Background: an optimization exercise with open tools, aiming at small area, a short achievable clock period and few clock cycles. Do not read the settings as production practice. In this exercise RTL edits were held to simulation tests only and were not proved equivalent to the original. Power and IR drop assume default switching activity.

## job 8604
==> flow/design.v (excerpt) <==
module core
#(
    parameter PC_WIDTH = 32,
    parameter DATA_WIDTH = 32
)
(
    input  logic        clk,
    input  logic        async_rst_n,
    output logic [PC_WIDTH-1:0]   PC_F,
    input  logic [DATA_WIDTH-1:0] instruction,
    output logic                  write_enable,
    output logic [DATA_WIDTH-1:0] addr,
    output logic [DATA_WIDTH-1:0] data_to_dmem,
    output logic [3:0]            byte_enablers,
    input  logic [DATA_WIDTH-1:0] data_from_dmem
);
Size in the first run: about 5500 cells after synthesis, roughly 1300 flip-flops, about 64000 sq um of cells after synthesis.
export LEC_CHECK = 0
export CAP_MARGIN = 20
export CORE_MARGIN = 2
export CORE_UTILIZATION = 65
export PLACE_DENSITY = 0.8
export SLEW_MARGIN = 20
create_clock -name core_clock -period 10.0 [get_ports {clk}]
standard.sh (not shown) runs the stock make flow with config.mk's settings and CLKGATE_MAP_FILE= SYNTH_SCRIPT=/design/flow/synth_recipe.tcl, a recipe that flattens the netlist after the stock synthesis.
==> flow/flow/run.sh <==
#!/bin/bash
set -euo pipefail
mapfile -t ARGS < flow/make_args
bash standard.sh "${ARGS[@]}" finish > standard_flow.log 2>&1
==> flow/flow/make_args <==
SETUP_SLACK_MARGIN=6.0
CTS_ARGS=-sink_clustering_enable -repair_clock_nets -dont_use_dummy_load -buf_list sky130_fd_sc_hd__clkbuf_16 -sink_clustering_size 25 -sink_clustering_max_diameter 60
Testbench counts of job 8604, summed over its fixed seeds: cycles 58,520.
### job 8604 -> job 1820
-- flow/flow/make_args --
<<< job 8604, line 1
SETUP_SLACK_MARGIN=6.0
>>> job 1820, line 1
SETUP_SLACK_MARGIN=5.0
-- flow/config.mk --
<<< job 8604, line 10
export CORE_UTILIZATION = 65
export PLACE_DENSITY = 0.8
>>> job 1820, line 10
export CORE_UTILIZATION = 40
Findings:
- In the flow results for job 1820 and job 8604, the share of the clock period used by the worst path is smaller on job 8604.
- Result for job 1820 and job 8604: all clean
- Final-layout worst hold slack came out lower on job 1820 than on job 8604.
- On worst setup slack, job 8604 beats job 1820.
- The higher pin count of the biggest net entering global routing came out of job 8604.
- Reported for job 1820 and job 8604, average instance area after synthesis turned out identical to the last digit.
Relative to job 1820, the following input files were edited for job 4004:
-- flow/flow/make_args --
<<< job 1820, line 1
SETUP_SLACK_MARGIN=5.0
>>> job 4004, line 1
SETUP_SLACK_MARGIN=5.5
Max synthesis-to-finish area growth across job 1820 and job 4004: job 4004. Job 4004 improves on job 1820 in peak ir drop on the vdd network. Highest clock frequency the design can meet ended up 0.012 GHz higher on job 4004 than on job 1820. On share of post-route cells with drive strength above 1: job 4004 sits above job 1820. Between job 4004 and job 1820, the number of placed instances, taps included figures differ only marginally. Diff job 1820 -> job 4004: final setup TNS now sits at about the same level, actual transition at the worst max-transition pin went up.
Changes in job 7640 relative to job 4004:
-- flow/flow/make_args --
<<< job 4004, line 1
SETUP_SLACK_MARGIN=5.5
>>> job 7640, line 1
SETUP_SLACK_MARGIN=6.0
-- flow/config.mk --
<<< job 4004, line 10
export CORE_UTILIZATION = 40
>>> job 7640, line 10
export CORE_UTILIZATION = 55
export PLACE_DENSITY = 0.72
## What came out
Job 7640 against job 4004: met2 layer wire length in the routed design went down, die area has decreased, overall power of the completed layout now sits higher, share of total power in the clock network saw a decrease, combinational power moved up. When job 7640 is set beside job 4004, its weighted congestion reported at the end of routability-driven placement turns out to be about 4% larger. The faster design of the two is job 7640; job 4004 tops out lower. Job 7640 against job 4004: layout buffer count excluding clock buffers higher; total power divided by cell area now sits at about the same level; worst-case setup margin in the final layout increased 140 ps.
Edits applied to the flow inputs when going from job 7640 to job 6010:
-- flow/config.mk --
<<< job 7640, line 10
export CORE_UTILIZATION = 55
export PLACE_DENSITY = 0.72
>>> job 6010, line 10
export CORE_UTILIZATION = 60
export PLACE_DENSITY = 0.75
Results
On met1 routing resource usage after global routing: between job 7640 and job 6010, it ends up lower for job 7640. In job 6010 the peak fanout along the critical path turned out 1 lower than in job 7640. Changes observed in job 6010 relative to job 7640: number of placement rows went down by about 4%, total power went down by about 1.2%, final worst slack went up, critical path required time has increased, post-layout minimum cycle time moved down. End point of the critical path: pc_q[30]$_DFF_PN0_ -> job 6010, pc_q[24]$_DFF_PN0_ -> job 7640. Note that the maximum VDD drop recorded for job 6010 amounts to 0.946 times the value seen in job 7640. Looking at job 7640 and job 6010, the switching power share of the total is a wash. Across job 7640 and job 6010, none had a timing, DRC or antenna violation. On number of tap cells added at floorplan: between job 7640 and job 6010, it ends up lower for job 6010.

job 101:
Starting RTL as in the previous note.
clock: 10.0 ns
lec_check: 0
cap_margin: 20
core_margin: 2
core_utilization: 50
place_density: 0.7
slew_margin: 20
==> flow/flow/make_args <==
SETUP_SLACK_MARGIN=6.0
CTS_ARGS=-sink_clustering_enable -repair_clock_nets -dont_use_dummy_load -buf_list sky130_fd_sc_hd__clkbuf_16 -sink_clustering_size 25 -sink_clustering_max_diameter 60
Scripts as last shown in full above: flow/flow/run.sh
Both conditions hold for job 101: the flow ran to the end and the final layout passed the timing, design-rule and antenna checks.
Testbench counts of job 101, summed over its fixed seeds: cycles 58,520.
### job 101 -> job 102
diff --git a/flow/flow/make_args b/flow/flow/make_args
--- a/flow/flow/make_args
+++ b/flow/flow/make_args
@@ -1 +1 @@
-SETUP_SLACK_MARGIN=6.0
+SETUP_SLACK_MARGIN=6.25
diff --git a/flow/config.mk b/flow/config.mk
--- a/flow/config.mk
+++ b/flow/config.mk
@@ -10,2 +10,2 @@
-export CORE_UTILIZATION = 50
-export PLACE_DENSITY = 0.7
+export CORE_UTILIZATION = 60
+export PLACE_DENSITY = 0.75
==> summary.txt <==
Job 102 vs. job 101: final non-filler cell area picked up an extra about 3.5%; number of vias per cell after detailed routing picked up an extra about 5%; total chip power picked up an extra about 3.7%.
Changes in job 103 relative to job 102:
diff --git a/flow/flow/make_args b/flow/flow/make_args
--- a/flow/flow/make_args
+++ b/flow/flow/make_args
@@ -1 +1 @@
-SETUP_SLACK_MARGIN=6.25
+SETUP_SLACK_MARGIN=5.75
diff --git a/flow/config.mk b/flow/config.mk
--- a/flow/config.mk
+++ b/flow/config.mk
@@ -10,2 +10,2 @@
-export CORE_UTILIZATION = 60
-export PLACE_DENSITY = 0.75
+export CORE_UTILIZATION = 50
+export PLACE_DENSITY = 0.7
==> comparison <==
| final period demand of the worst path | lower: job 102 |
Layout clock buffer count was lower in the run labelled job 103.
Reported for job 103 and job 102, area of the mapped netlist turned out identical to the last digit.
Between job 103 and job 102, the layout multi-input combinational cell count figures differ only marginally.
Compared with job 102, in job 103 net total in the final layout went down by 228, layout filler cell count up 3,419, non-clock buffer count fell by about 30%.
The standard cells in job 103 occupy less silicon area than those in job 102 do.
Relative to job 102, maximum clock rate has decreased by about 2.4% in job 103.
Looking only at met3 usage in global routing, and setting everything else aside, the lower value of job 103 and job 102 goes to job 103.
Antenna diode count was higher in job 102 than in job 103.

-- static timing again, ports no longer ideal --
How much do the figures lean on ideal ports? The routed layouts below were timed once more, with nothing changed but the port constraints. Step 1, drivers: a clkbuf_16 drives clk and a buf_2 each remaining input, both assumed. Step 2 moves the port delays by t, midway between the first and last clock arrival at a register: inputs arrive t later, outputs are due t later. That takes back most of the time a late clock gives input paths. Three values: ideal, step 1, step 2; two values: the first two.
run	shift t [ns]	setup WS [ns]	worst setup path after step 2	clock arrival spread, ns
job 8604	0.792	5.600 / 5.513 / 4.721	input to register	0.145 / 0.144
job 1820	0.819	4.963 / 5.029 / 4.210	input to register	0.174 / 0.174
job 4004	0.785	5.256 / 5.314 / 4.529	input to register	0.150 / 0.151
job 7640	0.781	5.400 / 5.434 / 4.652	input to register	0.145 / 0.145
job 6010	0.801	5.731 / 5.587 / 4.786	input to register	0.158 / 0.159
job 101	0.763	5.720 / 5.598 / 4.835	input to register	0.147 / 0.148
job 102	0.787	5.548 / 5.516 / 4.729	input to register	0.160 / 0.160
job 103	0.775	5.439 / 5.470 / 4.695	input to register	0.151 / 0.151
After both steps setup and hold are still met in every run listed. For job 6010, which loses most, drivers alone change the setup slack by -0.144 ns; drivers and shift together by -0.945 ns.
